Context: an optimization exercise on an open-source flow, tuned for small area, a short achievable clock period and few clock cycles per item. The choices shown serve that exercise and are no tape-out recipe. At most, simulation tests tie the RTL to the original design; equivalence was not proved. No functional check of the RTL was part of runs 2 to 6.

===== flow/run.sh =====
#!/bin/bash
# synth_recipe.tcl (not shown) runs the flow's synth.tcl, then flattens the netlist and writes it again
# the make line also repeats each setting of config.mk as NAME=value (left out here)
make -C /OpenROAD-flow-scripts/flow DESIGN_CONFIG=/design/flow/config.mk WORK_HOME=/design/flow/orfs CLKGATE_MAP_FILE= SYNTH_SCRIPT=/design/flow/synth_recipe.tcl finish

===== flow/config.mk =====
export PLATFORM = sky130hd
export DESIGN_NAME = cordic_core
export DESIGN_NICKNAME = cordic_core
export VERILOG_FILES = /design/flow/design.v
export SDC_FILE = /design/flow/constraint.sdc
export NUM_CORES = 4
export LEC_CHECK = 0
export CAP_MARGIN = 20
export CORE_MARGIN = 2
export CORE_UTILIZATION = 40
export SLEW_MARGIN = 20

===== flow/constraint.sdc =====
create_clock -name core_clock -period 5.0 [get_ports {clk}]
set_input_delay 1.0000 -clock core_clock [delete_from_list [all_inputs] [get_ports {clk}]]
set_output_delay 1.0000 -clock core_clock [all_outputs]
set_load 0.01 [all_outputs]

===== flow/design.v =====
module cordic_core (
    input wire clk,               
    input wire rst,               
    input wire start,             
    input wire [15:0] angle,      
    output reg [15:0] sin_out,    
    output reg [15:0] cos_out,    
    output reg busy               
);
    localparam PI_OVER_2      = 16'd16384;   
    localparam PI             = 16'd32768;   
    localparam THREE_PI_OVER_2 = 16'd49152;  
    localparam X_INIT         = 16'sd9951;   
    reg signed [15:0] x, y, z;    
    reg signed [15:0] angle_accum;  
    reg [3:0] iter;               
    reg [1:0] Q_reg;              
    reg [1:0] Q;                  
    reg [15:0] theta_prime;       
    always @(*) begin
        if (angle < PI_OVER_2) begin
            Q = 2'd0;
            theta_prime = angle;
        end else if (angle < PI) begin
            Q = 2'd1;
            theta_prime = angle - PI_OVER_2;
        end else if (angle < THREE_PI_OVER_2) begin
            Q = 2'd2;
            theta_prime = angle - PI;
        end else begin
            Q = 2'd3;
            theta_prime = angle - THREE_PI_OVER_2;
        end
    end
    reg [15:0] atan_val;
    always @(*) begin
        case (iter)
            4'd0:  atan_val = 16'd8192;   
            4'd1:  atan_val = 16'd4836;   
            4'd2:  atan_val = 16'd2555;   
            4'd3:  atan_val = 16'd1297;   
            4'd4:  atan_val = 16'd651;    
            4'd5:  atan_val = 16'd326;    
            4'd6:  atan_val = 16'd163;    
            4'd7:  atan_val = 16'd81;     
            4'd8:  atan_val = 16'd41;     
            4'd9:  atan_val = 16'd20;     
            4'd10: atan_val = 16'd10;     
            4'd11: atan_val = 16'd5;      
            4'd12: atan_val = 16'd3;      
            4'd13: atan_val = 16'd1;      
            4'd14: atan_val = 16'd1;      
            4'd15: atan_val = 16'd0;      
            default: atan_val = 16'd0;
        endcase
    end
    always @(posedge clk or posedge rst) begin
        if (rst) begin
            busy <= 0;
            sin_out <= 0;
            cos_out <= 0;
            x <= 0;
            y <= 0;
            z <= 0;
            iter <= 0;
            Q_reg <= 0;
            angle_accum <= 0;
        end else begin
            if (start && !busy) begin
                busy <= 1;
                iter <= 0;
                Q_reg <= Q;
                x <= X_INIT;       
                y <= 16'sd0;
                z <= theta_prime;  
                angle_accum <= 0;  
            end else if (busy) begin
                if (iter < 16) begin
                    if (z >= 0) begin
                        x <= x - (y >>> iter);
                        y <= y + (x >>> iter);
                        z <= z - atan_val;
                    end else begin
                        x <= x + (y >>> iter);
                        y <= y - (x >>> iter);
                        z <= z + atan_val;
                    end
                    angle_accum <= angle_accum + (z >= 0 ? atan_val : -atan_val);
                    iter <= iter + 1;
                end
                if (iter == 15) begin
                    busy <= 0;
                    case (Q_reg)
                        2'd0: begin   
                            sin_out <= y;
                            cos_out <= x;
                        end
                        2'd1: begin   
                            sin_out <= x;
                            cos_out <= -y;
                        end
                        2'd2: begin   
                            sin_out <= -y;
                            cos_out <= -x;
                        end
                        2'd3: begin   
                            sin_out <= -x;
                            cos_out <= y;
                        end
                    endcase
                end
            end
        end
    end
endmodule

==> results of run 1 <==
synth_stat cells (7+ instances only):
library cell / instances / area [um^2]
nand2_1: 146 / 548.0
o21ai_0: 109 / 545.5
dfrtp_1: 87 / 2177
a21oi_1: 71 / 355.3
clkbuf_1: 69 / 259.0
ha_1: 59 / 738.2
mux4_2: 49 / 1104
nor2_1: 48 / 180.2
xnor2_1: 44 / 385.4
inv_1: 34 / 127.6
nor3_1: 32 / 160.2
mux2i_1: 31 / 310.3
xor2_1: 30 / 262.8
nand3_1: 25 / 125.1
mux2_2: 22 / 247.7
a21o_1: 20 / 150.1
buf_1: 16 / 60.06
or3_1: 16 / 100.1
nor2b_1: 15 / 93.84
o211ai_1: 15 / 112.6
nand2b_1: 14 / 87.58
o31ai_1: 11 / 82.58
a211oi_1: 10 / 75.07
a31oi_1: 8 / 50.05
o21a_1: 8 / 60.06
and3_1: 7 / 43.79
o22ai_1: 7 / 43.79
or2_2: 7 / 43.79
routing by layer:
layer  global-route usage  vias up  wire (um)
li1                     -     4147          -
met2               0.3612      228      12360
met4              0.06234        0        527
met1               0.3142     4105      12470
met5                    0        -          0
met3              0.02781       30       1171
final timing paths:
path | end | depth (start not counted) | slack (ps) | startpoint
worst max-delay path | x[15] | 16 | 250 | iter[0]
worst min-delay path | cos_out[2] | 2 | 480 | cos_out[2]
worst max register to register | x[15] | 16 | 250 | iter[0]
worst min register to register | cos_out[2] | 2 | 480 | cos_out[2]
max in group asynchronous | x[4] | 3 | 3380 | rst
min in group asynchronous | y[8] | 2 | 840 | rst
metrics by stage:
stage	util	hold WS, ps	setup TNS, ps	area, um^2
2_1_floorplan	-	504.1	0	9422
3_3_place_gp	0.4481	462.1	0	10420
3_5_place_dp	0.4481	469.5	0	10420
4_1_cts	0.4609	486.1	0	10720
5_1_grt	0.4621	509.8	-32.27	10750
6_report	0.4621	477.7	0	10750
final cells by class:
cell class	instances	area [um^2]
sequential	87	2183
multi-input combinational	901	6765
fill	2333	12510
tap	319	399.1
clock buffer	9	225.2
inverter	36	136.4
timing repair buffer	111	968.4
clock inverter	7	72.57
critical path, stage by stage, from the launching register on:
cell and delay [ps]:
dfrtp_2 510, mux4_2 590, mux4_2 490, or2_1 270
or3_4 390, or2_1 270, o31ai_2 210, xnor2_1 110
ha_1 330, and3_1 210, a221o_1 300, a21oi_1 190
nor2b_1 80, a311oi_2 270, o21ai_1 130, xnor2_1 130
a21o_1 170
cell families after synthesis:
logic type               count (synthesis)  synth area share
adder cells (fa/ha/maj)                 62           0.08473
XOR/XNOR                                74           0.06879
flip-flops                              87            0.2311
buffers and inverters                  129           0.05312
multiplexers                           105            0.1799
AND/OR/NAND/NOR                        340            0.1697
AO/OA/AOI/OAI                          320            0.2126
what timing repair did:
item                       CTS  global route
setup buffers                0             0
hold buffers                 0             0
gates resized for setup      0             8
setup endpoints to repair    0             8
layout by cell type (no fill, tap or decap), drive strengths merged, types with 6 or more instances in the layout:
| master | n |
|---|---|
| a21oi | 71 |
| o31ai | 12 |
| nand3 | 25 |
| nor2b | 15 |
| o21a | 8 |
| mux4 | 49 |
| a211oi | 10 |
| inv | 39 |
| o22ai | 7 |
| or2 | 12 |
| ha | 59 |
| dfrtp | 87 |
| o211ai | 15 |
| xor2 | 30 |
| o21ai | 115 |
| nand2 | 146 |
| or3 | 18 |
| xnor2 | 44 |
| and3 | 7 |
| a31oi | 8 |
| clkbuf | 9 |
| buf | 60 |
| a21boi | 6 |
| nor2 | 48 |
| nand2b | 14 |
| nor3 | 32 |
| a21o | 20 |
| clkdlybuf4s50 | 51 |
| a221o | 6 |
| mux2 | 25 |
| mux2i | 31 |
==> results.yml, run 1 <==
status:
  outcome: "no timing/DRC/antenna violations"
routing:
  drt-vias-per-instance: 5.789
  drt_pass1_iterations: 5
  first_iter_violations: 796
  drcViolationCount: 0
  antenna_left: 0
  wire_per_inst_um: 18.05
  wl_mm: 26.53
  vias: 8510
global_route:
  grt_usage: 0.2232
  grt_max_degree: 66
  antenna_found_initial: 0
  grt-ovfl-total: 0
  grt_pass1_wl_mm: 43.65
  grt_pass1_vias: 7934
place:
  placed_cells: 1454
  gp_congestion: 0.9256
  post-place-ws_ps: 105.8
  dp_hpwl_mm: 19.98
  portBuffers: 51
yosys:
  synth_nets: 1198
  avgSynthCellArea_um2: 8.435
  synthesis.area_mm2: 0.009422
  ys_seq_area_frac: 0.2311
  synth_cell_types: 72
  synth_ff_type: "dfrtp_1"
  synth_cells: 1117
  synth-edff-count: 0
  ys_seq_elements: 87
  ys_warn_count: 1
  async_reset_ff_frac: 1.000
die:
  die_h_um: 157.5
  dieArea_mm2: 0.02480
  start_util: 0.4050
  die_w_um: 157.5
  ioPinCount: 52
  core_mm2: 0.02326
  row_count: 56
clock_tree:
  clkTransAtPathRegs_ps: 80
  cts_root_buf: "clkbuf_16"
  cts_sinks: 87
  htree_num_levels: 3
  cts_tree: "yes"
  clk_latency_ps: 370
  cts_buffers: 9
  cts_buffer_depth: 2
cells_and_area:
  drive_above_1_share: 0.1494
  fin_cells: 1470
  antenna_cells: 0
  syn2layout_area_growth_pct: 14.10
  nNetsFinal: 1227
critical_path:
  critPathMaxFanout: 8
  crit_path_end_kind: "flop"
  crit_required_ps: 5260
  worstSetupStartpointType: "flop"
  critical_path_class: "reg -> reg"
  cp.arrival_ps: 5010
timing:
  rsz0062_at_grt: "yes"
  slew_violations: 0
  setup_viol: 0
  worstMarginPinSlew_ps: 951.1
  fin_skew_ps: 14.03
  slew_headroom: 0.3660
  fin_ws_ps: 248.5
  fin_crit_sh: 0.9503
  fmax_ghz: 0.2105
  finalCriticalPeriod_ps: 4751
  hold_violations: 0
flow_run:
  max_cap_viol_count: 0
hold_path:
  hp-class: "reg -> reg"
Testbench counts, summed over its fixed seeds: cycles 81,608, items 4,800.
==> inputs of run 2 (changes only) <==
==> flow/design.v (replaced) <==
module cordic_core (
    input  wire        clk,
    input  wire        rst,
    input  wire        start,
    input  wire [15:0] angle,
    output wire [15:0] sin_out,
    output wire [15:0] cos_out,
    output reg         busy
);
    reg  [15:0] u, v;       
    reg  [13:0] z;          
    reg  [3:0]  i;          
    reg  [1:0]  q;          
    assign sin_out = u;
    assign cos_out = v;
    wire swp = q[0];           
    wire pu  = q[1];           
    wire pv  = q[1] ^ q[0];    
    wire last = (i == 4'd14);
    wire        acc   = start & ~busy;
    wire [13:0] z1    = {~angle[13], angle[12:0]};       
    wire [13:0] zin   = busy ? z : z1;
    wire [3:0]  ia    = busy ? i : 4'd1;
    reg  [13:0] atan;
    always @(*) begin
        case (ia)
            4'd1:  atan = 14'd4836;
            4'd2:  atan = 14'd2555;
            4'd3:  atan = 14'd1297;
            4'd4:  atan = 14'd651;
            4'd5:  atan = 14'd326;
            4'd6:  atan = 14'd163;
            4'd7:  atan = 14'd81;
            4'd8:  atan = 14'd41;
            4'd9:  atan = 14'd20;
            4'd10: atan = 14'd10;
            4'd11: atan = 14'd5;
            4'd12: atan = 14'd3;
            4'd13: atan = 14'd1;
            4'd14: atan = 14'd1;
            default: atan = 14'd0;
        endcase
    end
    wire        dz   = ~zin[13];                         
    wire [13:0] znxt = dz ? zin - atan : zin + atan;
    wire        d    = ~z[13];
    wire [15:0] su   = $signed(u) >>> i;
    wire [15:0] sv   = $signed(v) >>> i;
    wire        subu = ~(swp ^ d) ^ pu;
    wire        subv = (swp ^ d) ^ pv;
    wire [15:0] opu0 = sv ^ {16{pv ^ subu}};
    wire [15:0] opv0 = su ^ {16{pu ^ subv}};
    wire        fixu = last & pu & subu;
    wire        fixv = last & pv & subv;
    wire [15:0] opu  = fixu ? {14'd0, ~opu0[1], opu0[0]} : opu0;
    wire [15:0] opv  = fixv ? {14'd0, ~opv0[1], opv0[0]} : opv0;
    wire        ciu  = fixu ? 1'b0 : (subu | (last & pu));
    wire        civ  = fixv ? 1'b0 : (subv | (last & pv));
    wire [15:0] unxt = u + opu + {15'd0, ciu};
    wire [15:0] vnxt = v + opv + {15'd0, civ};
    wire        qa0 = angle[14], qa1 = angle[15];
    wire [15:0] xa  = angle[13] ? 16'd4976  : 16'd14926;
    wire [15:0] ya  = angle[13] ? 16'd14926 : 16'd4976;
    wire [15:0] uini = (qa0 ? xa : ya) ^ {16{qa1}};
    wire [15:0] vini = (qa0 ? ya : xa) ^ {16{qa1 ^ qa0}};
    always @(posedge clk or posedge rst) begin
        if (rst) begin
            busy <= 1'b0;
            i    <= 4'd0;
            q    <= 2'd0;
        end else if (acc) begin
            busy <= 1'b1;
            i    <= 4'd2;
            q    <= angle[15:14];
        end else if (busy) begin
            i    <= i + 4'd1;
            if (last) busy <= 1'b0;
        end
    end
    always @(posedge clk) begin
        if (acc) begin
            u <= uini;
            v <= vini;
            z <= znxt;
        end else if (busy) begin
            u <= unxt;
            v <= vnxt;
            z <= znxt;
        end
    end
endmodule
==> run 2 against run 1 <==
  * Non-clock buffer count decreased by 45
  * Final cell count down 33%
  * Fmax rose by 5.9%
  * Clock skew shrank 5.3 ps
  * Synthesized cell count shrank 34%
  * Wire length fell by 31%
  * First-iteration DRC count decreased by 42%
  * Via count decreased by 32%
==> results.yml, run 2 <==
status:
  outcome: "no timing/DRC/antenna violations"
timing:
  timing.hold.ws_ps: 507.4
  fin_skew_ps: 8.714
  setup-tns-final_ps: 0
  fmax_ghz: 0.2229
  slew_headroom: 0.4540
  hold_violations: 0
  slew_violations: 0
  worstMarginPinSlew_ps: 817.0
  setup_viol: 0
  rsz0062_at_grt: "no"
  fin_ws_ps: 514.1
  finalCriticalPeriod_ps: 4486
  fin_crit_sh: 0.8972
global_route:
  grt-ovfl-total: 0
  grt_max_degree: 34
  grt_usage: 0.2092
  grt_pass1_wl_mm: 29.81
  grt_pass1_vias: 5922
  antenna_found_initial: 0
flow_run:
  max_cap_viol_count: 0
routing:
  wl_mm: 18.26
  first_iter_violations: 458
  drt-vias-per-instance: 5.912
  wire_per_inst_um: 18.55
  drt_pass1_iterations: 5
  antenna_left: 0
  drcViolationCount: 0
  vias: 5817
yosys:
  ys_warn_count: 1
  synth_cell_types: 67
  ys_seq_elements: 53
  synth-edff-count: 46
  avgSynthCellArea_um2: 8.914
  synth_cells: 738
  synth_area_leaders: "edfxtp_1 (21%), ha_1 (11%), mux2i_1 (8.1%)"
  synth_common_cells: "nand2_1 (58), o21ai_0 (58), a21oi_1 (56), ha_1 (56), mux2i_1 (53)"
  synth_top_area_share: 0.2100
  ys_seq_area_frac: 0.2366
  synth_nets: 818
  async_reset_ff_frac: 0.1321
  synth_ff_type: "edfxtp_1"
  synthesis.area_mm2: 0.006579
  yosys.area.top_type: "edfxtp_1"
die:
  core_mm2: 0.01600
  die_h_um: 132.2
  start_util: 0.4112
  die_w_um: 132.2
  row_count: 46
  ioPinCount: 52
  dieArea_mm2: 0.01749
cells_and_area:
  nNetsFinal: 848
  reg_top3: "u: 16 flops, v: 16 flops, z: 14 flops"
  fin_cells: 984
  layout_common_cells: "nand2_1 (58), o21ai_0 (58), a21oi_1 (56), ha_1 (56), mux2i_1 (53)"
  syn2layout_area_growth_pct: 13.03
  antenna_cells: 0
  final_area_mm2: 0.007436
  drive_above_1_share: 0.09635
  utilization: 0.4647
critical_path:
  crit_required_ps: 5060
  cp.arrival_ps: 4550
  cpPeakStageDelay_ps: 520
  worst_path_max_delay_cell: "dfrtp_1"
  reg2reg_slack_ps: 510
  critical_path_class: "reg -> reg"
  worstSetupStartpointType: "flop"
  crit_path_end_kind: "flop"
  path_cells: "inv_2, nor2_1, inv_1, ha_1, mux2i_1, o21ai_0, nand2_1, ha_1, nand2_1, o21ai_0, fa_1, a211oi_1, o21bai_1, a2111oi_2, o31ai_1, a21oi_1, xnor2_1"
  critPathMaxFanout: 13
clock_tree:
  cts_buffers: 5
  cts_root_buf: "clkbuf_16"
  cts_sinks: 53
  hold_buffers: 0
  cts-resized-gates: 0
  postCtsSetupBuffers: 0
  cts_buffer_depth: 2
  clkTransAtPathRegs_ps: 70
  htree_num_levels: 2
  clk_latency_ps: 310
  cts_tree: "yes"
place:
  placed_cells: 977
  post-place-ws_ps: 605.6
  portBuffers: 51
  gp_congestion: 0.9406
  placed_cell_area_mm2: 0.007303
  dp_hpwl_mm: 13.97
hold_path:
  hp-class: "reg -> reg"
==> run 2: cell types whose count changed after synthesis, sizes merged, moves of 10 or more <==
cell,delta
dfrtp,-80
inv,-14
mux2i,+22
o21ai,-55
mux4,-38
a21oi,-15
or3,-10
nor3,-24
nand2,-88
edfxtp,+46
clkbuf,-52
o211ai,-10
==> run 2: kinds of logic after synthesis <==
group	after synthesis	share of synthesized area
multiplexers	87	0.1577
adder cells (fa/ha/maj)	61	0.1217
buffers and inverters	64	0.04127
XOR/XNOR	70	0.09319
AND/OR/NAND/NOR	191	0.1426
AO/OA/AOI/OAI	212	0.2069
flip-flops	53	0.2366
==> run 2: metal layers <==
metal / vias up / wire length (um) / part of all wire / track usage
li1: 2802 / - / - / -
met1: 2822 / 8325 / 0.46 / 0.2700
met2: 164 / 8828 / 0.48 / 0.3623
met3: 29 / 769 / 0.042 / 0.03191
met4: 0 / 334 / 0.018 / 0.06153
met5: - / 0 / 0 / 0
==> run 2: worst max-delay path, delay by kind of cell, from the launching register on <==
kind | cells | cell delay [ps]
muxes | 1 | 90
and+or+nand+nor | 3 | 390
buffers and inverters | 2 | 290
xor gates and xnor gates | 1 | 80
adders and majority gates | 3 | 1190
AOI/OAI and AO/OA | 7 | 1670
DFF | 1 | 520
==> run 2: path summary, 6_finish.rpt <==
check                           from    end  cells after the start
worst max-delay path            busy  z[12]                     17
worst min-delay path            q[0]   q[0]                      2
worst max register to register  busy  z[12]                     17
worst min register to register  q[0]   q[0]                      2
max in group asynchronous        rst   i[0]                      2
min in group asynchronous        rst   i[2]                      2
==> run 2: final cells by class <==
class,count,area (um^2)
tap,216,270.3
multi-input combinational,621,4753
clock inverter,1,3.754
clock buffer,6,128.9
fill,1578,8564
timing repair buffer,66,643.1
sequential,53,1558
inverter,21,78.83
==> inputs of run 3 (changes only) <==
==> flow/design.v (replaced) <==
module cordic_core (
    input  wire        clk,
    input  wire        rst,
    input  wire        start,
    input  wire [15:0] angle,
    output wire [15:0] sin_out,
    output wire [15:0] cos_out,
    output reg         busy
);
    reg  [15:0] u, v;        
    reg  [12:0] z;           
    reg  [3:0]  i;           
    reg  [1:0]  q;           
    assign sin_out = u;
    assign cos_out = v;
    wire acc  = start & ~busy;
    wire swp  = q[0];           
    wire pu   = q[1];           
    wire pv   = q[1] ^ q[0];    
    wire last = (i == 4'd14);
    wire [13:0] th = angle[13:0];
    reg d1;
    reg d2;
    always @(*) begin
        d1 = (th >= 14'd8192);
        case ({d1})
            1'b0: d2 = (th >= 14'd3356);
            1'b1: d2 = (th >= 14'd13028);
            default: d2 = 1'b0;
        endcase
    end
    reg [15:0] x0, y0;
    reg [12:0] c0;
    always @(*) begin
        case ({d1,d2})
            2'b00: begin x0 = 16'd16170; y0 = 16'd1245; c0 = 13'd801; end
            2'b01: begin x0 = 16'd13682; y0 = 16'd8707; c0 = 13'd5911; end
            2'b10: begin x0 = 16'd8707; y0 = 16'd13682; c0 = 13'd2281; end
            2'b11: begin x0 = 16'd1245; y0 = 16'd16170; c0 = 13'd7391; end
            default: begin x0 = 16'd0; y0 = 16'd0; c0 = 13'd0; end
        endcase
    end
    wire [15:0] uini = (angle[14] ? x0 : y0) ^ {16{angle[15]}};
    wire [15:0] vini = (angle[14] ? y0 : x0) ^ {16{angle[15] ^ angle[14]}};
    reg [12:0] at;
    always @(*) begin
        case (i)
            4'd3: at = 13'd1297;
            4'd4: at = 13'd651;
            4'd5: at = 13'd326;
            4'd6: at = 13'd163;
            4'd7: at = 13'd81;
            4'd8: at = 13'd41;
            4'd9: at = 13'd20;
            4'd10: at = 13'd10;
            4'd11: at = 13'd5;
            4'd12: at = 13'd3;
            4'd13: at = 13'd1;
            4'd14: at = 13'd1;
            default: at = 13'd0;
        endcase
    end
    wire        d    = ~z[12];
    wire        zsub = busy ? d : 1'b1;
    wire [12:0] za   = busy ? z : angle[12:0];
    wire [12:0] zb   = busy ? at : c0;
    wire [12:0] znxt = za + (zb ^ {13{zsub}}) + {12'd0, zsub};
    wire [15:0] su   = $signed(u) >>> i;
    wire [15:0] sv   = $signed(v) >>> i;
    wire        subu = ~(swp ^ d) ^ pu;
    wire        subv = (swp ^ d) ^ pv;
    wire [15:0] opu0 = sv ^ {16{pv ^ subu}};
    wire [15:0] opv0 = su ^ {16{pu ^ subv}};
    wire        fixu = last & pu & subu;
    wire        fixv = last & pv & subv;
    wire [15:0] opu  = fixu ? {14'd0, ~opu0[1], opu0[0]} : opu0;
    wire [15:0] opv  = fixv ? {14'd0, ~opv0[1], opv0[0]} : opv0;
    wire        ciu  = ~fixu & (subu | (last & pu));
    wire        civ  = ~fixv & (subv | (last & pv));
    wire [15:0] unxt = u + opu + {15'd0, ciu};
    wire [15:0] vnxt = v + opv + {15'd0, civ};
    always @(posedge clk or posedge rst) begin
        if (rst)
            busy <= 1'b0;
        else
            busy <= acc | (busy & ~last);
    end
    always @(posedge clk) begin
        i <= busy ? i + 4'd1 : 4'd3;
        z <= znxt;
        if (!busy) q <= angle[15:14];
        if (acc) begin
            u <= uini;
            v <= vini;
        end else if (busy) begin
            u <= unxt;
            v <= vnxt;
        end
    end
endmodule
--- a/flow/config.mk
+++ b/flow/config.mk
@@ -6,4 +6,5 @@
 export NUM_CORES = 4
 export LEC_CHECK = 0
+export ABC_AREA = 1
 export CAP_MARGIN = 20
 export CORE_MARGIN = 2
==> run 3 against run 2 <==
  * Worst setup slack gained 930 ps
  * Via count grew 34%
  * Register-to-register slack gained 930 ps
  * Synthesized cell count grew 62%
  * Wire length grew 25%
  * Flip-flop and latch count grew 10
  * First-iteration DRC count grew 45%
  * Fmax grew 26%
  * Count of clock-buffer cells in the layout grew 5
  * Clock skew is essentially flat
  * Largest cell class unchanged
==> results.yml, run 3 <==
status:
  outcome: "no timing/DRC/antenna violations"
routing:
  drt_pass1_iterations: 5
  wl_mm: 22.83
  antenna_left: 0
  drcViolationCount: 0
  first_iter_violations: 663
  wire_per_inst_um: 15.65
  vias: 7801
  drt-vias-per-instance: 5.347
critical_path:
  crit_required_ps: 5100
  worstRegToRegCells: 19
  critPathMaxFanout: 24
  crit_path_end_kind: "flop"
  cp.arrival_ps: 3660
  worstSetupStartpointType: "flop"
  critical_path_class: "reg -> reg"
yosys:
  ys_seq_area_frac: 0.2230
  ys_warn_count: 1
  yosysMostFrequentCell: "nand2_1"
  yosys.area.top_type: "nand2_1"
  synth_common_cells: "nand2_1 (413), nand3_1 (182), inv_1 (107)"
  synth_cell_types: 42
  synth-edff-count: 34
  synth_area_leaders: "nand2_1 (22%), edfxtp_1 (14%), nand3_1 (13%)"
  synth_cells: 1199
  synth_top_area_share: 0.2151
  synth_ff_type: "edfxtp_1"
  async_reset_ff_frac: 0.01587
  synthesis.area_mm2: 0.007206
  ys_seq_elements: 63
  avgSynthCellArea_um2: 6.010
  synth_nets: 1270
clock_tree:
  cts_sinks: 63
  cts-resized-gates: 0
  cts_buffer_depth: 2
  clkTransAtPathRegs_ps: 60
  postCtsSetupBuffers: 0
  htree_num_levels: 3
  cts_root_buf: "clkbuf_16"
  cts_tree: "yes"
  cts_buffers: 9
  clk_latency_ps: 360
  hold_buffers: 0
place:
  dp_hpwl_mm: 17.76
  portBuffers: 51
  placed_cell_area_mm2: 0.007840
  gp_congestion: 0.9088
  placed_cells: 1443
cells_and_area:
  fin_cells: 1459
  antenna_cells: 0
  final_common_cell: "nand2_1"
  final_area_mm2: 0.008157
  nNetsFinal: 1296
  utilization: 0.4572
  reg_top3: "u: 16 flops, v: 16 flops, z: 13 flops"
  syn2layout_area_growth_pct: 13.20
  nFillCells: 1894
  layout_common_cells: "nand2_1 (413), nand3_1 (182), inv_1 (107)"
  drive_above_1_share: 0.04553
global_route:
  grt_usage: 0.2372
  grt_pass1_wl_mm: 36.31
  grt-ovfl-total: 0
  antenna_found_initial: 0
  grt_pass1_vias: 6946
  grt_max_degree: 53
timing:
  rsz0062_at_grt: "no"
  hold_violations: 0
  finalCriticalPeriod_ps: 3557
  fin_crit_sh: 0.7114
  timing.hold.ws_ps: 477.4
  fin_skew_ps: 8.645
  setup-tns-final_ps: 0
  slew_headroom: 0.3123
  setup_viol: 0
  slew_violations: 0
  worstMarginPinSlew_ps: 1021
  fmax_ghz: 0.2811
die:
  die_w_um: 138.2
  die_h_um: 138.2
  start_util: 0.4039
  dieArea_mm2: 0.01910
  ioPinCount: 52
  row_count: 49
  core_mm2: 0.01784
hold_path:
  holdPathStages: 2
  hp-class: "reg -> reg"
flow_run:
  max_cap_viol_count: 0
run 3: cell count changes after synthesis, sizes merged, moves of 13 or more:
cell / previous run / this run
a21o: 14 / 1
a211oi: 14 / 0
xnor2: 46 / 7
a21oi: 56 / 74
inv: 21 / 114
dfxtp: 0 / 28
mux2: 23 / 0
mux2i: 53 / 0
nand3: 16 / 184
nor2: 47 / 92
nand2: 58 / 416
run 3: cell families after synthesis:
| group | Yosys count | synth area share |
|---|---|---|
| xor+xnor | 22 | 0.02674 |
| compound gates | 175 | 0.1341 |
| flops | 63 | 0.2230 |
| buf+inv | 163 | 0.09567 |
| fa+ha+maj | 52 | 0.09550 |
| simple gates | 724 | 0.4251 |
run 3: final timing paths:
path | slack (ps) | start | endpoint
max in group asynchronous | 4070 | rst | busy
setup / recovery | 1440 | i[1] | u[14]
setup reg to reg | 1440 | i[1] | u[14]
hold / removal | 480 | z[0] | z[0]
hold reg to reg | 480 | z[0] | z[0]
min in group asynchronous | 830 | rst | busy
run 3: cell type report:
class	count	area, um^2	share of cell area
inverter	114	427.9	0.05246
clock buffer	11	275.3	0.03375
sequential	63	1608	0.1971
multi-input combinational	973	4910	0.6019
clock inverter	5	41.29	0.005062
timing repair buffer	64	608.1	0.07455
tap	229	286.5	0.03513
run 3: routing by layer:
metal,GRT usage,part of all wire,vias to the layer above
met5,0,0,-
met4,0.07519,0.026,0
met3,0.03914,0.050,35
met2,0.3877,0.46,213
met1,0.3214,0.46,3541
li1,-,-,4012
run 3: critical path, stage by stage, from the launching register on:
cell and delay [ps]:
dfxtp_1 310, inv_1 600, buf_4 290, o211ai_1 100
o211ai_1 110, nand3_1 130, nand3_1 100, nand2_1 80
fa_1 420, inv_1 100, fa_1 240, nand3_1 80
nand2_1 140, nand2_1 60, nand2_1 120, nand3_1 130
nand2_1 90, nand2_1 40, nand3_1 80, nand2_1 60
run 3: per-stage QoR:
| stage | setup WS (ps) |
|---|---|
| final | 1443 |
| after global placement | 1178 |
| after CTS | 1461 |
| after detailed placement | 1092 |
| after global routing | 1083 |
| after floorplan | 1993 |
==> inputs of run 4 (changes only) <==
--- a/flow/design.v
+++ b/flow/design.v
@@ -11,4 +11,5 @@
     reg  [12:0] z;           
     reg  [3:0]  i;           
+    reg  [3:0]  iu;          
     reg  [1:0]  q;           
     assign sin_out = u;
@@ -66,5 +67,5 @@
     wire [12:0] zb   = busy ? at : c0;
     wire [12:0] znxt = za + (zb ^ {13{zsub}}) + {12'd0, zsub};
-    wire [15:0] su   = $signed(u) >>> i;
+    wire [15:0] su   = $signed(u) >>> iu;
     wire [15:0] sv   = $signed(v) >>> i;
     wire        subu = ~(swp ^ d) ^ pu;
@@ -88,4 +89,5 @@
     always @(posedge clk) begin
         i <= busy ? i + 4'd1 : 4'd3;
+        iu <= busy ? iu + 4'd1 : 4'd3;
         z <= znxt;
         if (!busy) q <= angle[15:14];
--- a/flow/config.mk
+++ b/flow/config.mk
@@ -10,3 +10,5 @@
 export CORE_MARGIN = 2
 export CORE_UTILIZATION = 40
+export CTS_BUF_LIST = sky130_fd_sc_hd__clkbuf_8
+export SETUP_SLACK_MARGIN = 2.1
 export SLEW_MARGIN = 20
==> run 4 against run 3 <==
  * Flip-flop and latch count rose by 4
  * First-iteration DRC count fell by 12%
  * Still clean
  * Critical endpoint is now v[8]
  * Synthesized cell count rose by 1.9%
  * Global-route usage rose by 1.8 points
  * Fmax rose by 22%
  * Die area rose by 1.6%
  * Worst hold slack improved by 13 ps
  * Non-clock buffer count rose by 86
==> results.yml, run 4 <==
status:
  outcome: "no timing/DRC/antenna violations"
yosys:
  synth_top_family_by_area: "simple AND/OR/NAND/NOR gates"
  synth_cells: 1222
  synth_ff_type: "edfxtp_1"
  avgSynthCellArea_um2: 5.996
  synth_compound_area_frac: 0.1250
  yosys.area_share.adder: 0.09563
  synth_cell_types: 42
  ys_seq_elements: 67
  synth.area.mux_share: 0
  async_reset_ff_frac: 0.01493
  ys_seq_area_frac: 0.2302
  synthesis.area_mm2: 0.007327
  synthSimpleGateAreaFrac: 0.4290
  yosys.area.top_type: "nand2_1"
  synth_nets: 1294
  yosysMostFrequentCell: "nand2_1"
  ys_warn_count: 1
  synth_common_cells: "nand2_1 (419), nand3_1 (189), inv_1 (115)"
  synth_xor_area_frac: 0.02988
  synth_top_area_share: 0.2147
  synth-edff-count: 34
  synth_area_leaders: "nand2_1 (21%), edfxtp_1 (14%), nand3_1 (13%)"
place:
  gp_congestion: 0.9335
  placed_cell_area_mm2: 0.008001
  dp_hpwl_mm: 18.47
  portBuffers: 51
critical_path:
  worstSetupStartpoint: "iu[0]"
  cp.arrival_ps: 3020
  r2r_start: "iu[0]"
  critical_path_class: "reg -> reg"
  critPathMaxFanout: 6
  worstSetupStartpointType: "flop"
  crit_required_ps: 5110
  crit_path_end_kind: "flop"
routing:
  drt-vias-per-instance: 5.461
  wl_mm: 26.39
  vias: 8585
  wire_per_inst_um: 16.78
  antenna_left: 0
  drt_pass1_iterations: 7
  first_iter_violations: 583
  drcViolationCount: 0
timing:
  slew_headroom: 0.3582
  setup-tns-final_ps: 0
  fin_crit_sh: 0.5814
  finalCriticalPeriod_ps: 2907
  setup_viol: 0
  slew_violations: 0
  worstMarginPinSlew_ps: 952.6
  rsz0062_at_grt: "yes"
  fmax_ghz: 0.3440
  hold_violations: 0
  fin_skew_ps: 18.36
  timing.hold.ws_ps: 490.9
clock_tree:
  clk_latency_ps: 390
  cts_buffer_depth: 2
  cts_sinks: 67
  htree_num_levels: 3
  hold_buffers: 0
  cts_tree: "yes"
  cts_root_buf: "clkbuf_8"
  cts_buffers: 9
  clkTransAtPathRegs_ps: 100
cells_and_area:
  final_area_mm2: 0.01052
  reg_top3: "u: 16 flops, v: 16 flops, z: 13 flops"
  nFillCells: 1727
  multi_input_area_mm2: 0.006437
  antenna_cells: 0
  seq_area_mm2: 0.001710
  drive_above_1_share: 0.3224
  final_common_cell: "nand2_1"
  layout_common_cells: "nand2_1 (341), nand3_1 (147), inv_1 (88)"
  nNetsFinal: 1410
  utilization: 0.5858
  syn2layout_area_growth_pct: 43.61
global_route:
  grt_pass1_vias: 7749
  grt_usage: 0.2551
  grt_max_degree: 52
  grt_pass1_wl_mm: 39.66
  grt-ovfl-total: 0
  antenna_found_initial: 0
hold_path:
  hp-start: "z[0]"
  hp-class: "reg -> reg"
die:
  row_count: 49
  start_util: 0.4079
  dieArea_mm2: 0.01942
  ioPinCount: 52
  die_h_um: 139.3
  die_w_um: 139.3
  core_mm2: 0.01796
flow_run:
  max_cap_viol_count: 0
-- run 4: cell count changes in the layout (fill, tap and decap cells not counted), sizes merged, moves of 3 or more --
cell	change
inv	-4
clkbuf	+9
xnor2	+3
dfxtp	+4
clkinvlp	+9
nand2	+5
nand3	+7
buf	+84
clkdlybuf4s50	-12
nor2	+6
-- run 4: worst max-delay path, stage by stage (launching register included) --
cell	delay, ps
dfxtp_2	360
buf_12	120
clkinvlp_4	140
buf_6	170
buf_6	120
o211ai_1	170
nand3_1	110
nand3_2	90
nand2_2	80
xor2_1	140
buf_4	160
fa_2	370
nand3_2	90
nand2_4	70
nand2_2	90
nand2_4	70
nand2_2	80
nand2_2	50
nor2_2	100
o21ai_1	60
-- run 4: cells by family after synthesis --
| logic type | after synthesis |
|---|---|
| XOR/XNOR | 25 |
| flip-flops | 67 |
| AND/OR/NAND/NOR | 744 |
| AO/OA/AOI/OAI | 168 |
| adder cells (fa/ha/maj) | 53 |
| buffers and inverters | 165 |
-- run 4: layer usage --
metal	share of wire	routed length (um)	track usage
met5	0	0	0
met4	0.023	594	0.08134
met3	0.057	1504	0.04129
met1	0.43	11470	0.3387
met2	0.49	12820	0.4249
-- run 4: path summary, 6_finish.rpt --
path	slack, ps	end	cells past startpoint
worst min register to register	490	z[0]	2
worst max register to register	2090	v[8]	19
worst min-delay path	490	z[0]	2
max in group asynchronous	4140	busy	2
worst max-delay path	2090	v[8]	19
min in group asynchronous	760	busy	2
-- run 4: timing repair --
item	in CTS	in global routing
resized for setup	172	267
pin swaps	58	107
cloned	4	0
setup endpoints to repair	43	37
setup buffers	49	39
-- run 4: final cells by class --
type,instances,area share
Sequential cell,67,0.1625
Clock buffer,10,0.01308
Tap cell,229,0.02723
Multi-Input combinational cell,990,0.6118
Timing Repair inverter,1,0.0007134
Timing Repair Buffer,150,0.1307
Inverter,119,0.04721
Clock inverter,6,0.006778
-- run 4: per-stage QoR --
stage,worst slack [ps],instances
2_1_floorplan,2091,1222
3_3_place_gp,1203,1464
3_5_place_dp,1141,1464
4_1_cts,2095,1533
5_1_grt,1934,1572
6_report,2093,1572
==> inputs of run 5 (changes only) <==
--- a/flow/config.mk
+++ b/flow/config.mk
@@ -11,4 +11,4 @@
 export CORE_UTILIZATION = 40
 export CTS_BUF_LIST = sky130_fd_sc_hd__clkbuf_8
-export SETUP_SLACK_MARGIN = 2.1
+export SETUP_SLACK_MARGIN = 1.5
 export SLEW_MARGIN = 20
==> run 5 against run 4 <==
  * Still clean on timing, DRC and antenna
  * Cell area down 20%
  * Critical path depth down 1
  * Final cell count down 4.7%
  * Sequential share of layout area up 3.9 points
  * Area after synthesis unchanged
  * Flip-flop and latch count unchanged
  * Fmax down 12%
==> results.yml, run 5 <==
timing:
  timing.hold.ws_ps: 502.7
  worstMarginPinSlew_ps: 995.1
  setup-tns-final_ps: 0
  fin_skew_ps: 18.50
  fin_ws_ps: 1684
  fin_crit_sh: 0.6632
  slew_headroom: 0.3296
  setup_viol: 0
  finalCriticalPeriod_ps: 3316
  fmax_ghz: 0.3016
  rsz0062_at_grt: "yes"
  hold_violations: 0
  slew_violations: 0
global_route:
  grt_max_degree: 54
  antenna_found_initial: 0
  grt_usage: 0.2391
  grt-ovfl-total: 0
  grt_pass1_vias: 7206
  grt_pass1_wl_mm: 37.07
routing:
  drt-vias-per-instance: 5.399
  vias: 8087
  drcViolationCount: 0
  drt_pass1_iterations: 5
  wl_mm: 23.37
  wire_per_inst_um: 15.60
  first_iter_violations: 648
  antenna_left: 0
critical_path:
  critPathMaxFanout: 8
  worstRegToRegCells: 21
  crit_required_ps: 5280
  critical_path_class: "in -> reg"
  reg2reg_to: "v[15]"
  worstSetupStartpointType: "input pin"
  reg2reg_slack_ps: 1710
  crit_path_end_kind: "flop"
  cp.arrival_ps: 3600
  r2r_start: "i[0]"
clock_tree:
  htree_num_levels: 3
  clk_latency_ps: 380
  hold_buffers: 0
  clkTransAtPathRegs_ps: 90
  cts_buffers: 9
  cts_sinks: 67
  cts_buffer_depth: 2
  cts_tree: "yes"
  cts_root_buf: "clkbuf_8"
yosys:
  synth_common_cells: "nand2_1 (419), nand3_1 (189), inv_1 (115)"
  yosys.area.top_type: "nand2_1"
  avgSynthCellArea_um2: 5.996
  synth_ff_type: "edfxtp_1"
  synth-edff-count: 34
  synth_cell_types: 42
  synth_top_area_share: 0.2147
  yosysMostFrequentCell: "nand2_1"
  ys_seq_area_frac: 0.2302
  synth_nets: 1294
  synth_area_leaders: "nand2_1 (21%), edfxtp_1 (14%), nand3_1 (13%)"
  synth_cells: 1222
  async_reset_ff_frac: 0.01493
  synthesis.area_mm2: 0.007327
  ys_warn_count: 1
  ys_seq_elements: 67
hold_path:
  hp-class: "reg -> reg"
  holdPathStages: 2
  hold_end: "z[0]"
  hp-start: "z[0]"
flow_run:
  max_cap_viol_count: 0
status:
  outcome: "no timing/DRC/antenna violations"
cells_and_area:
  drive_above_1_share: 0.07250
  syn2layout_area_growth_pct: 14.91
  layout_common_cells: "nand2_1 (419), nand3_1 (187), inv_1 (107)"
  final_common_cell: "nand2_1"
  nNetsFinal: 1336
  antenna_cells: 0
  reg_top3: "u: 16 flops, v: 16 flops, z: 13 flops"
place:
  post-place-ws_ps: 1031
  dp_hpwl_mm: 18.01
  portBuffers: 51
  gp_congestion: 0.9229
die:
  die_w_um: 139.3
  ioPinCount: 52
  core_mm2: 0.01796
  die_h_um: 139.3
  start_util: 0.4079
  dieArea_mm2: 0.01942
  row_count: 49
run 5: cell counts after synthesis:
Identical to the previous run, type by type.
run 5: worst max path at each step:
stage / from / endpoint / slack, ps / cells after the start
finish: angle[8] / z[7] / 1680 / 18
floorplan: i[0] / v[15] / 1940 / 22
CTS: i[0] / v[14] / 1510 / 18
global route: angle[11] / z[7] / 1440 / 18
global placement: angle[3] / z[12] / 1080 / 18
detailed placement: angle[13] / z[12] / 1030 / 19
run 5: logic make-up (layout without fill, tap and decap cells):
logic type / count (synthesis) / count (layout) / synth area share
xor+xnor: 25 / 25 / 0.02988
flops: 67 / 67 / 0.2302
buf+inv: 165 / 212 / 0.09033
fa+ha+maj: 53 / 53 / 0.09563
compound gates: 168 / 168 / 0.1250
simple gates: 744 / 744 / 0.4290
run 5: per-layer routing:
metal	track usage	share of wire
met1	0.3321	0.45
met2	0.3978	0.47
met4	0.05529	0.015
met3	0.02959	0.059
met5	0	0
run 5: repair_timing:
item,CTS,global route
pin swaps,0,7
cloned,0,1
setup buffers,1,17
resized for setup,9,37
setup endpoints to repair,21,32
run 5: cell type report:
class | instances | area [um^2]
Multi-Input combinational cell | 990 | 5045
Fill cell | 1907 | 9544
Clock inverter | 7 | 80.08
Inverter | 119 | 471.7
Sequential cell | 67 | 1699
Tap cell | 229 | 286.5
Timing Repair inverter | 1 | 7.507
Timing Repair Buffer | 76 | 705.7
Clock buffer | 9 | 123.9
run 5: through the flow:
stage / instance area, um^2 / utilization / cells
6_report: 8419 / 0.4687 / 1498
5_1_grt: 8419 / 0.4687 / 1498
4_1_cts: 8183 / 0.4555 / 1480
3_5_place_dp: 7961 / 0.4432 / 1463
3_3_place_gp: 7961 / 0.4432 / 1463
2_1_floorplan: 7327 / - / 1222
run 5: critical path, cell delays in order:
cell and delay (ps):
clkdlybuf4s50_1 550, nand2_1 80, nor2_1 120, nand3_2 120, nand3_4 140, nand2_2 90
inv_1 90, nor2_2 50, inv_2 90, o21ai_0 100, ha_1 380, a21oi_2 200
o21ai_1 100, o21bai_2 210, nand2_1 80, nand2_1 60, nand2_1 70, nand2_1 50
==> inputs of run 6 (changes only) <==
--- a/flow/design.v
+++ b/flow/design.v
@@ -9,7 +9,6 @@
 );
     reg  [15:0] u, v;        
-    reg  [12:0] z;           
+    reg  [11:0] z;           
     reg  [3:0]  i;           
-    reg  [3:0]  iu;          
     reg  [1:0]  q;           
     assign sin_out = u;
@@ -23,4 +22,5 @@
     reg d1;
     reg d2;
+    reg d3;
     always @(*) begin
         d1 = (th >= 14'd8192);
@@ -30,42 +30,52 @@
             default: d2 = 1'b0;
         endcase
+        case ({d1,d2})
+            2'b00: d3 = (th >= 14'd801);
+            2'b01: d3 = (th >= 14'd5911);
+            2'b10: d3 = (th >= 14'd10473);
+            2'b11: d3 = (th >= 14'd15583);
+            default: d3 = 1'b0;
+        endcase
     end
     reg [15:0] x0, y0;
-    reg [12:0] c0;
+    reg [11:0] c0;
     always @(*) begin
-        case ({d1,d2})
-            2'b00: begin x0 = 16'd16170; y0 = 16'd1245; c0 = 13'd801; end
-            2'b01: begin x0 = 16'd13682; y0 = 16'd8707; c0 = 13'd5911; end
-            2'b10: begin x0 = 16'd8707; y0 = 16'd13682; c0 = 13'd2281; end
-            2'b11: begin x0 = 16'd1245; y0 = 16'd16170; c0 = 13'd7391; end
-            default: begin x0 = 16'd0; y0 = 16'd0; c0 = 13'd0; end
+        case ({d1,d2,d3})
+            3'b000: begin x0 = 16'd16325; y0 = 16'd64760; c0 = 12'd3600; end
+            3'b001: begin x0 = 16'd16015; y0 = 16'd3266; c0 = 12'd2098; end
+            3'b010: begin x0 = 16'd14770; y0 = 16'd6997; c0 = 12'd518; end
+            3'b011: begin x0 = 16'd12594; y0 = 16'd10417; c0 = 12'd3112; end
+            3'b100: begin x0 = 16'd10417; y0 = 16'd12594; c0 = 12'd984; end
+            3'b101: begin x0 = 16'd6997; y0 = 16'd14770; c0 = 12'd3578; end
+            3'b110: begin x0 = 16'd3266; y0 = 16'd16015; c0 = 12'd1998; end
+            3'b111: begin x0 = 16'd64760; y0 = 16'd16325; c0 = 12'd496; end
+            default: begin x0 = 16'd0; y0 = 16'd0; c0 = 12'd0; end
         endcase
     end
     wire [15:0] uini = (angle[14] ? x0 : y0) ^ {16{angle[15]}};
     wire [15:0] vini = (angle[14] ? y0 : x0) ^ {16{angle[15] ^ angle[14]}};
-    reg [12:0] at;
+    reg [11:0] at;
     always @(*) begin
         case (i)
-            4'd3: at = 13'd1297;
-            4'd4: at = 13'd651;
-            4'd5: at = 13'd326;
-            4'd6: at = 13'd163;
-            4'd7: at = 13'd81;
-            4'd8: at = 13'd41;
-            4'd9: at = 13'd20;
-            4'd10: at = 13'd10;
-            4'd11: at = 13'd5;
-            4'd12: at = 13'd3;
-            4'd13: at = 13'd1;
-            4'd14: at = 13'd1;
-            default: at = 13'd0;
+            4'd4: at = 12'd651;
+            4'd5: at = 12'd326;
+            4'd6: at = 12'd163;
+            4'd7: at = 12'd81;
+            4'd8: at = 12'd41;
+            4'd9: at = 12'd20;
+            4'd10: at = 12'd10;
+            4'd11: at = 12'd5;
+            4'd12: at = 12'd3;
+            4'd13: at = 12'd1;
+            4'd14: at = 12'd1;
+            default: at = 12'd0;
         endcase
     end
-    wire        d    = ~z[12];
+    wire        d    = ~z[11];
     wire        zsub = busy ? d : 1'b1;
-    wire [12:0] za   = busy ? z : angle[12:0];
-    wire [12:0] zb   = busy ? at : c0;
-    wire [12:0] znxt = za + (zb ^ {13{zsub}}) + {12'd0, zsub};
-    wire [15:0] su   = $signed(u) >>> iu;
+    wire [11:0] za   = busy ? z : angle[11:0];
+    wire [11:0] zb   = busy ? at : c0;
+    wire [11:0] znxt = za + (zb ^ {12{zsub}}) + {11'd0, zsub};
+    wire [15:0] su   = $signed(u) >>> i;
     wire [15:0] sv   = $signed(v) >>> i;
     wire        subu = ~(swp ^ d) ^ pu;
@@ -88,6 +98,5 @@
     end
     always @(posedge clk) begin
-        i <= busy ? i + 4'd1 : 4'd3;
-        iu <= busy ? iu + 4'd1 : 4'd3;
+        i <= busy ? i + 4'd1 : 4'd4;
         z <= znxt;
         if (!busy) q <= angle[15:14];
--- a/flow/config.mk
+++ b/flow/config.mk
@@ -10,5 +10,3 @@
 export CORE_MARGIN = 2
 export CORE_UTILIZATION = 40
-export CTS_BUF_LIST = sky130_fd_sc_hd__clkbuf_8
-export SETUP_SLACK_MARGIN = 1.5
 export SLEW_MARGIN = 20
==> run 6 against run 5 <==
  * Cell area is 1.5% lower
  * Critical path depth up 10
  * Wire length is 6.5% lower
  * Die area decreased by 0.91%
  * Critical path type unchanged
  * Register-to-register slack got worse by 840 ps
  * Count of clock-buffer cells in the layout is 3 higher
  * Global-route usage decreased by 0.73 points
==> results.yml, run 6 <==
global_route:
  antenna_found_initial: 0
  grt_usage: 0.2318
  grtUsageMet2: 0.3702
  met1_usage: 0.3360
  grt_pass1_wl_mm: 36.39
  grt_max_degree: 52
  top_usage_layer: "met2"
  grt-ovfl-total: 0
  grt_util_met3: 0.02106
  grt_pass1_vias: 7073
clock_tree:
  cts_buffers: 9
  hold_buffers: 0
  htree_num_levels: 3
  clkTransAtPathRegs_ps: 60
  cts_buffer_depth: 2
  cts_root_buf: "clkbuf_16"
  postCtsSetupBuffers: 0
  cts-resized-gates: 0
  cts_tree: "yes"
  cts_sinks: 61
  clk_latency_ps: 330
place:
  gp_congestion: 0.9522
  post-place-ws_ps: 23.12
  portBuffers: 51
  dp_hpwl_mm: 17.11
yosys:
  synthesis.area_mm2: 0.007258
  ys_seq_area_frac: 0.2158
  synth-edff-count: 34
  yosys.area.top_type: "nand2_1"
  avgSynthCellArea_um2: 6.475
  synth_area_leaders: "nand2_1 (14%), edfxtp_1 (14%), o21ai_0 (10%)"
  synth_common_cells: "nand2_1 (276), o21ai_0 (150), inv_1 (101)"
  synth_cells: 1121
  async_reset_ff_frac: 0.01639
  yosysMostFrequentCell: "nand2_1"
  ys_warn_count: 1
  synth_ff_type: "edfxtp_1"
  synth_cell_types: 46
  synth_top_area_share: 0.1427
  ys_seq_elements: 61
  synth_nets: 1201
routing:
  drcViolationCount: 0
  vias: 7370
  drt-vias-per-instance: 5.317
  wire_per_inst_um: 15.77
  first_iter_violations: 576
  wl_mm: 21.85
  drt_pass1_iterations: 5
  antenna_left: 0
critical_path:
  crit_required_ps: 5230
  critPathMaxFanout: 6
  cp_common_cell: "nand2_1"
  worstRegToRegCells: 22
  critical_path_class: "in -> reg"
  worstSetupStartpointType: "input pin"
  cp.arrival_ps: 4870
  worst_path_max_delay_cell: "clkdlybuf4s50_1"
  cpPeakStageDelay_ps: 480
  crit_path_end_kind: "flop"
hold_path:
  hp-class: "reg -> reg"
  holdPathStages: 4
die:
  start_util: 0.4054
  core_mm2: 0.01790
  die_h_um: 138.7
  die_w_um: 138.7
  ioPinCount: 52
  row_count: 49
  dieArea_mm2: 0.01924
cells_and_area:
  drive_above_1_share: 0.07260
  antenna_cells: 0
  syn2layout_area_growth_pct: 14.26
  reg_top3: "u: 16 flops, v: 16 flops, z: 12 flops"
  final_common_cell: "nand2_1"
  nNetsFinal: 1232
  layout_common_cells: "nand2_1 (276), o21ai_0 (150), inv_1 (101)"
timing:
  rsz0062_at_grt: "no"
  hold_violations: 0
  setup-tns-final_ps: 0
  fin_skew_ps: 15.18
  finalCriticalPeriod_ps: 4647
  fin_ws_ps: 352.6
  fmax_ghz: 0.2152
  worstMarginPinSlew_ps: 946.6
  fin_crit_sh: 0.9295
  setup_viol: 0
  slew_violations: 0
  slew_headroom: 0.3682
flow_run:
  max_cap_viol_count: 0
status:
  outcome: "no timing/DRC/antenna violations"
## run 6: cell types whose count changed in the layout (fill, tap and decap cells not counted), sizes merged, moves of 6 or more
cell,previous run,this run
nand2,421,284
xor2,15,49
clkinvlp,6,0
nand4,13,3
nor2,98,90
o21ai,67,171
dfxtp,32,26
ha,48,56
mux2i,0,9
a21oi,74,86
nand3,191,66
inv,118,111
## run 6: per-stage QoR
| step | area, um^2 | utilization | hold WS [ps] | instances |
|---|---|---|---|---|
| after floorplan | 7258 | - | 536.0 | 1121 |
| after global placement | 7976 | 0.4456 | 553.3 | 1370 |
| after detailed placement | 7976 | 0.4456 | 561.1 | 1370 |
| after CTS | 8289 | 0.4630 | 572.2 | 1386 |
| after global routing | 8293 | 0.4632 | 625.2 | 1386 |
| final | 8293 | 0.4632 | 563.9 | 1386 |
## run 6: logic make-up after synthesis
family                     Yosys count  share of synthesized area
AOI/OAI and AO/OA                  297                     0.2200
xor gates and xnor gates            64                    0.07981
adders and majority gates           61                     0.1103
buffers and inverters              167                    0.09619
DFF                                 61                     0.2158
muxes                                9                    0.01241
and+or+nand+nor                    462                     0.2655
## run 6: metal layers
layer	up-vias	share of wire	wire length [um]
met5	-	0	0
met4	0	0.016	359
met3	18	0.052	1134
met2	167	0.45	9748
met1	3393	0.49	10610
li1	3792	-	-
## run 6: final cells by class
type | count | area [um^2]
multi-input combinational | 893 | 5000
tap | 229 | 286.5
inverter | 112 | 422.9
clock buffer | 12 | 277.8
timing repair buffer | 75 | 703.2
fill | 1910 | 9609
clock inverter | 4 | 35.03
sequential | 61 | 1568
## run 6: worst paths after layout
path / startpoint / endpoint / slack [ps]
worst min register to register: z[0] / z[0] / 560
min in group asynchronous: rst / busy / 800
worst max-delay path: angle[5] / z[10] / 350
worst min-delay path: z[0] / z[0] / 560
worst max register to register: i[0] / u[12] / 870
max in group asynchronous: rst / busy / 4110
## run 6: worst max-delay path: cells and delay by family
family	cells	cell delay, ps
fa+ha+maj	3	960
buf+inv	4	750
xor+xnor	1	120
compound gates	7	970
simple gates	13	1050

## what the ideal ports hide
The flow's constraints put no driver on any port. The routed layouts listed below were extracted and timed again, unchanged, in two steps.
Step 1: set_driving_cell puts a clkbuf_16 on clk and a buf_2 on each other input, an assumption about the parent block.
Step 2 moves the port delays by t, midway between the first and last clock arrival at a register: inputs arrive t later, outputs are due t later. That takes back most of the time a late clock gives input paths.
Three values: ideal ports, drivers, drivers and shift; two values: the first two.
run	shift t [ns]	setup WS [ns]	hold slack, ns	latest minus earliest clock arrival (ns)	worst register clock-pin slew, ns
run 1	0.410	0.249 / 0.249 / 0.249	0.478 / 0.478 / 0.478	0.014 / 0.014	0.08 / 0.08
run 2	0.348	0.514 / 0.514 / 0.514	0.507 / 0.507 / 0.507	0.009 / 0.009	0.07 / 0.07
run 3	0.400	1.443 / 1.443 / 1.094	0.477 / 0.477 / 0.477	0.009 / 0.009	0.07 / 0.07
run 4	0.418	2.093 / 2.093 / 1.724	0.491 / 0.491 / 0.491	0.018 / 0.019	0.10 / 0.10
run 5	0.410	1.684 / 1.689 / 1.279	0.503 / 0.503 / 0.503	0.019 / 0.018	0.10 / 0.10
run 6	0.368	0.353 / 0.375 / 0.007	0.564 / 0.564 / 0.564	0.016 / 0.015	0.06 / 0.06
After both steps setup and hold are still met in every run listed. For run 5, which loses most, drivers alone change the setup slack by +0.005 ns; drivers and shift together by -0.405 ns.
